This is an optimization exercise on Yosys and OpenROAD, whose aim is small area, not a production implementation. Only simulation tests tie the RTL to the original design; equivalence was not proved. Power figures rest on the tool's default switching activity, not on a simulated workload.

==> design.v <==
module sync_dual_port_ram #(
    parameter DATA_WIDTH = 16,
    parameter ADDR_WIDTH = 5,
    parameter MEM_DEPTH  = (1 << ADDR_WIDTH)
)(
    input  wire                     clk,
    input  wire                     reset,
    input  wire                     write_en_a,
    input  wire                     read_en_a,
    input  wire [ADDR_WIDTH-1:0]    addr_a,
    input  wire [DATA_WIDTH-1:0]    data_in_a,
    output reg  [DATA_WIDTH-1:0]    data_out_a,
    input  wire                     write_en_b,
    input  wire                     read_en_b,
    input  wire [ADDR_WIDTH-1:0]    addr_b,
    input  wire [DATA_WIDTH-1:0]    data_in_b,
    output reg  [DATA_WIDTH-1:0]    data_out_b,
    output reg                      conflict_flag
);
    reg [DATA_WIDTH-1:0] mem [0:MEM_DEPTH-1];
    always @(posedge clk or posedge reset) begin
        if (reset) begin
            data_out_a    <= {DATA_WIDTH{1'b0}};
            data_out_b    <= {DATA_WIDTH{1'b0}};
            conflict_flag <= 1'b0;
        end else begin
            if (write_en_a && write_en_b && (addr_a == addr_b)) begin
                mem[addr_a] <= data_in_a;
                conflict_flag <= 1'b1;
                if (read_en_a) data_out_a <= data_in_a;
                if (read_en_b) data_out_b <= data_in_a;
            end else begin
                if (write_en_a) mem[addr_a] <= data_in_a;
                if (write_en_b) mem[addr_b] <= data_in_b;
                if (read_en_a) data_out_a <= mem[addr_a];
                if (read_en_b) data_out_b <= mem[addr_b];
            end
        end
    end
endmodule
==> run.sh <==
#!/bin/bash
# synth_recipe.tcl (not shown) runs the flow's synth.tcl, then flattens the netlist and writes it again
# the make line also repeats each setting of config.mk as NAME=value (left out here)
make -C /OpenROAD-flow-scripts/flow DESIGN_CONFIG=/design/flow/config.mk WORK_HOME=/design/flow/orfs CLKGATE_MAP_FILE= SYNTH_SCRIPT=/design/flow/synth_recipe.tcl finish
==> config.mk <==
export PLATFORM = sky130hd
export DESIGN_NAME = sync_dual_port_ram
export DESIGN_NICKNAME = sync_dual_port_ram
export VERILOG_FILES = /design/flow/design.v
export SDC_FILE = /design/flow/constraint.sdc
export NUM_CORES = 4
export LEC_CHECK = 0
export CAP_MARGIN = 20
export CORE_MARGIN = 2
export CORE_UTILIZATION = 30
export PLACE_DENSITY = 0.5
export SLEW_MARGIN = 20
==> constraint.sdc <==
create_clock -name core_clock -period 5.0 [get_ports {clk}]
set_input_delay 1.0000 -clock core_clock [delete_from_list [all_inputs] [get_ports {clk}]]
set_output_delay 1.0000 -clock core_clock [all_outputs]
set_load 0.01 [all_outputs]
==> results of run 1 <==
## flip-flops by register name (all words and copies together), names as in the netlist
register / flops
data_out_b: 16
data_out_a: 16
mem: 512
conflict_flag: 1
## worst max-delay path, cell delays in order
cell	delay [ns]
clkdlybuf4s50_1	0.57
nand3_1	0.19
buf_4	0.43
nor2_2	0.11
buf_4	0.23
a22oi_1	0.66
nand3_1	0.25
nor4_2	0.74
buf_4	0.24
o21bai_1	0.08
## worst paths after layout
path                                                start                    endpoint  cells past startpoint
worst max-delay path                            addr_a[0]  data_out_a[15]$_DFFE_PP0P_                     10
worst min-delay path            conflict_flag$_DFFE_PP0P_   conflict_flag$_DFFE_PP0P_                      1
worst max register to register       mem[17][2]$_DFFE_PN_   data_out_b[2]$_DFFE_PP0P_                      6
worst min register to register  conflict_flag$_DFFE_PP0P_   conflict_flag$_DFFE_PP0P_                      1
max in group asynchronous                           reset   data_out_b[2]$_DFFE_PP0P_                      4
min in group asynchronous                           reset  data_out_a[10]$_DFFE_PP0P_                      3
## power breakdown
group / internal [µW] / switching [µW] / total, µW
clock network: 3230 / 2370 / 5590
registers: 5540 / 1070 / 6610
logic: 933 / 1880 / 2810
total: 9700 / 5320 / 15000
## area by class of cell
class	count	area share (%)
Tap cell	1742	4.83
Sequential cell	545	35.9
Clock buffer	94	4.48
Inverter	9	0.0832
Antenna cell	15	0.0832
Clock inverter	39	0.898
Timing Repair Buffer	472	8.63
Multi-Input combinational cell	3049	45.1
## metal layers
| layer | part of all wire, % | wire (µm) | up-vias | GRT usage [%] |
|---|---|---|---|---|
| li1 | - | - | 16900 | - |
| met2 | 41 | 122000 | 4030 | 61.1 |
| met1 | 39 | 117000 | 22400 | 57.6 |
| met3 | 12 | 36100 | 901 | 12.6 |
| met4 | 8.5 | 25600 | 14 | 31.1 |
| met5 | 0.034 | 102 | - | 0 |
## per-stage QoR
step                utilization [%]  setup TNS, ns  instances  cell area, µm²
floorplan                         -       -2416.96       4128           39000
global placement               33.0              0       5816           42600
detailed placement             33.0              0       5817           42700
CTS                            34.9              0       5950           45100
global route                   34.9              0       5950           45100
finish                         34.9              0       5965           45100
## placed cells by master (no fill, tap or decap), drive strengths merged, types with 17 or more instances in the layout
master,n
a31oi,24
nand4,94
o22ai,515
nor2b,25
nor4,27
edfxtp,512
mux2i,280
nand2b,37
a22oi,590
clkbuf,94
nand2,559
a21oi,40
nor2,94
a32oi,270
clkinv,28
nand3,82
clkdlybuf4s50,40
and3,47
a22o,17
nor3,26
dfrtp,33
o21ai,155
buf,432
## kinds of logic after synthesis
| kind of cell | after synthesis |
|---|---|
| flops | 545 |
| simple gates | 1048 |
| compound gates | 1703 |
| buf+inv | 534 |
| xor+xnor | 5 |
| mux | 293 |
==> summary.md, run 1 <==
| Metric | Value |
|---|---|
| Post-synth EDFFs | 512 |
| HP Class | register to register |
| Global-route wire length before repair | 390 mm |
| Worst Setup Start Kind | primary input |
| Gr usage total | 43.8% |
| CTS tree | yes |
| Mux cell area share after synthesis | 7.58% |
| CORE AREA | 0.129 mm² |
| Hpwl dp | 213 mm |
| Setup-failing EPs final | 0 |
| Post-synth top area share | 39.4% |
| Later-pin clock latency in the skew report | 0.74 ns |
| Chip width | 365 µm |
| Synthesized-area fraction occupied by adder cells | 0% |
| Compound-Gate Fraction of Synth Area | 31.0% |
| Fin. max-slew vios | 0 |
| Syn Nets | 4176 |
| Cell Pwr Density | 333 mW/mm² |
| Worst-path fanout max | 17 |
| Cell accounting for the most synthesized area | edfxtp_1 |
| Req. time, crit path | 5.60 ns |
| Hold slack final | 0.472 ns |
| Root Buffer | clkbuf_16 |
| Hold-fix buffer count after cts | 0 |
| Leak | 0.0148 µW |
| Prevailing post-synth register cell | edfxtp_1 |
| CP endpoint kind | register |
| H-tree depth | 3 |
| Cells after Synth | 4128 |
| Remaining Overflow, GRT | 0 |
| Share of cells above drive strength 1 | 15.0% |
| Largest net degree at the start of global routing | 124 |
| Synthesized area | 0.0390 mm² |
| Clock Skews | 0.0318 ns |
| Largest family of logic cells by synthesized area | compound AO/OA/AOI/OAI gates |
| Post-CTS Setup Bufs | 0 |
| RSZ-0062 raised after global routing | false |
| Clk buf depth | 3 |
| Resize count post-CTS | 0 |
| Final total power | 15000 µW |
| Worst Max-Slew Pin Slew | 1.26 ns |
| Critical path arrival | 4.57 ns |
| Hold Violations, Final | 0 |
| Mean routed wirelength per cell | 50.3 µm |
| Via count | 44200 |
| Num ports | 81 |
| Syn Area/Cell | 9.46 µm² |
| Synth Register Bits | 545 |
| Sink Count | 545 |
| Max Cap Viol | 0 |
| RD Place Congestion | 1.15 |
| Worst vdd ir | 0.250 mV |
| Vias in the first global route | 39600 |
| I/O Buffers | 80 |
| Worst Setup Slack, final | 1.04 ns |
| Outcome | complete, no violations |
| Initial DRC count | 9140 |
| Crit path kind | primary input to register |
| Most frequent cells after synthesis | a22oi_1, nand2_1, o22ai_1 |
| Yosys warns | 2 |
| Worst-path clk slew | 0.06 ns |
| Multi-input logic area | 0.0204 mm² |
| Initial antenna violation count | 32 |
| Synth Area in Simple Gates | 12.9% |
| Ys async rst share | 6.06% |
| Antenna Violating Nets Remaining | 0 |
| Clock buffer count from CTS | 74 |
| Rows | 132 |
| Max-slew headroom | 16.1% |
| Filler cells | 13200 |
| Distinct cell type count after synthesis | 89 |
| Period utilisation layout | 79.3% |
| F_max | 252 MHz |
| Post-DR vias/cell | 7.42 |
| Sequential-to-total area share from yosys stat | 41.5% |
| Die Area | 0.133 mm² |
| Most frequent cell after synthesis | a22oi_1 |
| Pre-CTS setup slack | 0.508 ns |
| Die Y | 365 µm |
| Period minus WS final | 3.96 ns |
| Synth top area cells | edfxtp_1, a22oi_1, o22ai_1 |
| Starting density of the core | 30.2% |
| Reg2reg setup slack | 2.00 ns |
| Register area | 0.0162 mm² |
| Synth-to-Final Area Change | 15.6% |
| Routed wire length | 300 mm |
| Post-Synth XOR/XNOR Area | 0.112% |
| Final layout net count | 4199 |
| Number of remaining DRC errors | 0 |
| DRT Pass-1 Iters | 9 |
==> run 2: changes to the inputs <==
==> design.v (replaced) <==
module dpram_aoi3 (
    input  wire a0, b0, a1, b1, a2, b2,
    output wire y
);
    assign y = !((a0 && b0) || (a1 && b1) || (a2 && b2));
endmodule
module dpram_wrword #(
    parameter W = 16
)(
    input  wire         sel_a,       
    input  wire         sel_b,       
    input  wire         hold,        
    input  wire [W-1:0] xa,          
    input  wire [W-1:0] xb,          
    input  wire [W-1:0] q,
    output wire [W-1:0] d
);
    genvar j;
    generate
        for (j = 0; j < W; j = j + 1) begin : g_bit
            dpram_aoi3 u_aoi (
                .a0(sel_a), .b0(xa[j]), .a1(sel_b), .b1(xb[j]),
                .a2(hold), .b2(q[j]), .y(d[j])
            );
        end
    endgenerate
endmodule
module dpram_rdbit #(
    parameter N = 33
)(
    input  wire [N-1:0] d,
    input  wire [N-1:0] s,
    output wire         y
);
    localparam G = N / 3;
    wire [G-1:0] t;
    genvar g;
    generate
        for (g = 0; g < G; g = g + 1) begin : g_grp
            dpram_aoi3 u_aoi (
                .a0(s[3*g]),   .b0(d[3*g]),
                .a1(s[3*g+1]), .b1(d[3*g+1]),
                .a2(s[3*g+2]), .b2(d[3*g+2]),
                .y(t[g])
            );
        end
    endgenerate
    assign y = !(&t);
endmodule
module sync_dual_port_ram #(
    parameter DATA_WIDTH = 16,
    parameter ADDR_WIDTH = 5,
    parameter MEM_DEPTH  = (1 << ADDR_WIDTH)
)(
    input  wire                     clk,
    input  wire                     reset,
    input  wire                     write_en_a,
    input  wire                     read_en_a,
    input  wire [ADDR_WIDTH-1:0]    addr_a,
    input  wire [DATA_WIDTH-1:0]    data_in_a,
    output reg  [DATA_WIDTH-1:0]    data_out_a,
    input  wire                     write_en_b,
    input  wire                     read_en_b,
    input  wire [ADDR_WIDTH-1:0]    addr_b,
    input  wire [DATA_WIDTH-1:0]    data_in_b,
    output reg  [DATA_WIDTH-1:0]    data_out_b,
    output reg                      conflict_flag
);
    localparam NT = MEM_DEPTH + 1;    
    reg p;
    always @(posedge clk)
        p <= !p;
    wire conflict = write_en_a && write_en_b && (addr_a == addr_b);
    wire wa = write_en_a && !reset;
    wire wb = write_en_b && !reset;
    wire [DATA_WIDTH-1:0] xa = data_in_a ^ {DATA_WIDTH{p}};
    wire [DATA_WIDTH-1:0] xb = data_in_b ^ {DATA_WIDTH{p}};
    wire [NT-1:0] rs_a, rs_b;
    genvar i, j;
    generate
        for (i = 0; i < MEM_DEPTH; i = i + 1) begin : g_word
            reg  [DATA_WIDTH-1:0] q;      
            wire [DATA_WIDTH-1:0] d;
            wire sa = wa && (addr_a == i);
            wire sb = wb && (addr_b == i) && !sa;
            dpram_wrword #(.W(DATA_WIDTH)) u_wr (
                .sel_a(sa), .sel_b(sb), .hold(!(sa || sb)),
                .xa(xa), .xb(xb), .q(q), .d(d)
            );
            always @(posedge clk)
                q <= d;
            assign rs_a[i] = read_en_a && !conflict && (addr_a == i);
            assign rs_b[i] = read_en_b && !conflict && (addr_b == i);
        end
    endgenerate
    assign rs_a[MEM_DEPTH] = read_en_a && conflict;
    assign rs_b[MEM_DEPTH] = read_en_b && conflict;
    wire [DATA_WIDTH-1:0] ya, yb;
    generate
        for (j = 0; j < DATA_WIDTH; j = j + 1) begin : g_bit
            wire [NT-1:0] dt;
            for (i = 0; i < MEM_DEPTH; i = i + 1) begin : g_t
                assign dt[i] = g_word[i].q[j];
            end
            assign dt[MEM_DEPTH] = xa[j];
            dpram_rdbit #(.N(NT)) u_rd_a (.d(dt), .s(rs_a), .y(ya[j]));
            dpram_rdbit #(.N(NT)) u_rd_b (.d(dt), .s(rs_b), .y(yb[j]));
        end
    endgenerate
    always @(posedge clk or posedge reset) begin
        if (reset) begin
            data_out_a    <= {DATA_WIDTH{1'b0}};
            data_out_b    <= {DATA_WIDTH{1'b0}};
            conflict_flag <= 1'b0;
        end else begin
            if (read_en_a) data_out_a <= ya ^ {DATA_WIDTH{p}};
            if (read_en_b) data_out_b <= yb ^ {DATA_WIDTH{p}};
            if (conflict) conflict_flag <= 1'b1;
        end
    end
endmodule
--- a/config.mk
+++ b/config.mk
@@ -10,3 +10,5 @@
 export CORE_UTILIZATION = 30
 export PLACE_DENSITY = 0.5
 export SLEW_MARGIN = 20
+export SYNTH_HIERARCHICAL = 1
+export SYNTH_MINIMUM_KEEP_SIZE = 0
==> run 2 against run 1 <==
Effect of this change:
- fmax decreased by 12%
- combinational power is 27% lower
- die area decreased by 40%
- clock-buffer cell count fell by 8
- largest power group unchanged
==> summary.md, run 2 <==
| Metric | Value |
|---|---|
| Via count | 27900 |
| Prevailing post-synth register cell | dfxtp_1 |
| Max Cap Viol | 0 |
| Cell Pwr Density | 438 mW/mm² |
| Gr usage total | 32.3% |
| Placed inst area | 0.0283 mm² |
| Largest regs | g_word.q: 512 flops, data_out_a: 16 flops, data_out_b: 16 flops |
| Crit path kind | primary input to register |
| Max-slew headroom | 15.7% |
| Post-CTS Setup Bufs | 0 |
| Post-synth EDFFs | 0 |
| Fin. max-slew vios | 0 |
| Post-route cell area | 0.0305 mm² |
| Clock buffer count from CTS | 60 |
| Largest register FFs | 512 |
| Synthesized area | 0.0231 mm² |
| Rows | 101 |
| Hpwl dp | 89.9 mm |
| Sink Count | 546 |
| Distinct cell type count after synthesis | 34 |
| Period minus WS final | 4.49 ns |
| Share of cells above drive strength 1 | 21.8% |
| RSZ-0062 raised after global routing | false |
| Period utilisation layout | 89.9% |
| Number of remaining DRC errors | 0 |
| Leak | 0.0106 µW |
| DRT Pass-1 Iters | 17 |
| HP Class | register to register |
| CP endpoint kind | register |
| Synth-to-Final Area Change | 32.0% |
| Setup TNS | 0 ns |
| CTS tree | yes |
| Post-DR vias/cell | 8.05 |
| Clock Skews | 0.0340 ns |
| Reg with most FFs | g_word.q |
| RD Place Congestion | 1.03 |
| Post-synth top area share | 44.5% |
| Cell accounting for the most synthesized area | dfxtp_1 |
| Final core occ | 40.1% |
| H-tree depth | 2 |
| Initial DRC count | 10200 |
| CP delay by family, top | simple AND/OR/NAND/NOR gates |
| Final layout net count | 2432 |
| Worst Max-Slew Pin Slew | 1.26 ns |
| Req. time, crit path | 5.51 ns |
| Most frequent cells after synthesis | a222oi_1, dfxtp_1, a21oi_1 |
| Worst Setup Start Kind | primary input |
| Hold-fix buffer count after cts | 0 |
| Mean routed wirelength per cell | 38.9 µm |
| Cell chain of the critical path | clkdlybuf4s50_1 > xor2_1 > nor4_4 > buf_12 > a21oi_1 > buf_4 > a222oi_1 > nand4_1 > or3_1 > xnor2_1 > a21oi_1 |
| Global-route wire length before repair | 188 mm |
| CP Buf/Inv Count | 3 |
| Critical path's slowest cell | a222oi_1 |
| Clk buf depth | 3 |
| Pre-CTS setup slack | 0.103 ns |
| Die Y | 281 µm |
| Yosys warns | 7 |
| Commonest non-fill, non-tap cell in the layout | a222oi_1 |
| Routed wire length | 135 mm |
| Critical path arrival | 5.00 ns |
| Syn Nets | 2035 |
| Sequential-to-total area share from yosys stat | 48.1% |
| Worst vdd ir | 0.312 mV |
| Setup-failing EPs final | 0 |
| Vias in the first global route | 24900 |
| F_max | 222 MHz |
| Hold slack final | 0.484 ns |
| Synth top area cells | dfxtp_1, a222oi_1, dfrtp_1 |
| Remaining Overflow, GRT | 0 |
| Outcome | complete, no violations |
| Most frequent CP cell | a21oi_1 |
| Die Area | 0.0792 mm² |
| Worst Setup Slack, final | 0.505 ns |
| Resize count post-CTS | 0 |
| Largest net degree at the start of global routing | 55 |
| Hold Violations, Final | 0 |
| Initial antenna violation count | 7 |
| Chip width | 281 µm |
| Worst-path clk slew | 0.07 ns |
| Later-pin clock latency in the skew report | 0.66 ns |
| Root Buffer | clkbuf_16 |
| Most frequent cell after synthesis | a222oi_1 |
| Cells after Synth | 1987 |
| Antenna Violating Nets Remaining | 0 |
| Syn Area/Cell | 11.6 µm² |
| Synth Register Bits | 546 |
| CORE AREA | 0.0761 mm² |
| Crit-path max cell delay | 0.78 ns |
| I/O Buffers | 80 |
| Most frequent cells in the layout | a222oi_1, dfxtp_1, buf_4 |
| Num ports | 81 |
| Ys async rst share | 6.04% |
| Worst-path fanout max | 54 |
| Starting density of the core | 30.3% |
run 2: stage by stage:
stage	power (µW)	instances
CTS	13200	3460
global route	13700	3462
global placement	8470	3350
floorplan	7520	1987
finish	13400	3467
detailed placement	8570	3350
run 2: cell families after synthesis:
kind of cell           count (synthesis)  share of synthesized area (%)
buffers and inverters                 58                           1.02
AND/OR/NAND/NOR                      321                           7.62
AO/OA/AOI/OAI                        993                           40.7
XOR/XNOR                              69                           2.62
flip-flops                           546                           48.1
run 2: routing by layer:
| layer | track usage, % | wire [µm] | share of wire (%) | up-vias |
|---|---|---|---|---|
| met2 | 47.1 | 54800 | 41 | 2946 |
| met4 | 13.3 | 7650 | 5.7 | 8 |
| met5 | 0 | 86 | 0.064 | - |
| met3 | 11.2 | 23200 | 17 | 469 |
| li1 | - | - | - | 10700 |
| met1 | 43.3 | 49300 | 36 | 13800 |
run 2: final cells by class:
cell class | instances | area (µm²)
inverter | 2 | 7.51
clock buffer | 86 | 1770
sequential | 546 | 11100
tap | 1030 | 1290
antenna | 5 | 12.5
fill | 7302 | 45600
multi-input combinational | 1383 | 12800
timing repair buffer | 391 | 3220
clock inverter | 24 | 322
run 2: final timing paths:
check                      cells past startpoint  slack [ns]                startpoint                    endpoint
max                                           11        0.51                 addr_a[2]  data_out_b[14]$_DFFE_PP0P_
min reg2reg                                    1        0.48  g_word[22].q[14]$_DFF_P_    g_word[22].q[14]$_DFF_P_
min in group asynchronous                      4        1.02                     reset   conflict_flag$_DFFE_PP0P_
max in group asynchronous                      4        3.52                     reset   data_out_a[9]$_DFFE_PP0P_
max reg2reg                                    4        1.79                 p$_DFF_P_     g_word[7].q[11]$_DFF_P_
min                                            1        0.48  g_word[22].q[14]$_DFF_P_    g_word[22].q[14]$_DFF_P_
run 2: worst reg2reg max path, stage by stage (launching register included):
cell and delay, ns:
dfxtp_4 0.91, buf_4 0.60, xor2_4 1.04, buf_4 0.40
a222oi_1 0.10
run 2: power by group:
part	switching [µW]	internal (µW)	total (µW)
sequential	1030	5560	6590
clock	1950	2770	4720
combinational	1000	1050	2060
total	3980	9380	13400
run 2: modules after synthesis (local to each module, per instance), excerpt:
module / flip-flops and latches / area [µm²] / copies in the design / cells inside
dpram_aoi3: 0 / 10.0 / 864 / 1
sync_dual_port_ram: 546 / 13700 / 1 / 995

afterwards: timing with drivers on the ports:
In the flow no input, the clock included, has a driving cell. The finished layouts below were timed again as built, in two steps. Step 1: set_driving_cell puts a clkbuf_16 on clk and a buf_2 on each other input, an assumption about the parent block. Step 2 moves the port delays by t, midway between the first and last clock arrival at a register: inputs arrive t later, outputs are due t later. That takes back most of the time a late clock gives input paths. Three values: ideal, step 1, step 2; two values: the first two.
run | t (ns) | setup WS [ns] | clock arrival spread, ns | worst register clock-pin slew, ns | worst slew at a driven data input, ns
run 1 | 0.805 | 1.036 / 1.089 / 0.284 | 0.034 / 0.033 | 0.08 / 0.08 | 0.04
run 2 | 0.704 | 0.505 / 0.544 / -0.159 | 0.039 / 0.039 | 0.07 / 0.07 | 0.08
Met with ideal ports but missed after step 2: setup timing in run 2. The setup slack of run 1, which loses most, moves by +0.053 ns with the drivers and by -0.752 ns with both steps.
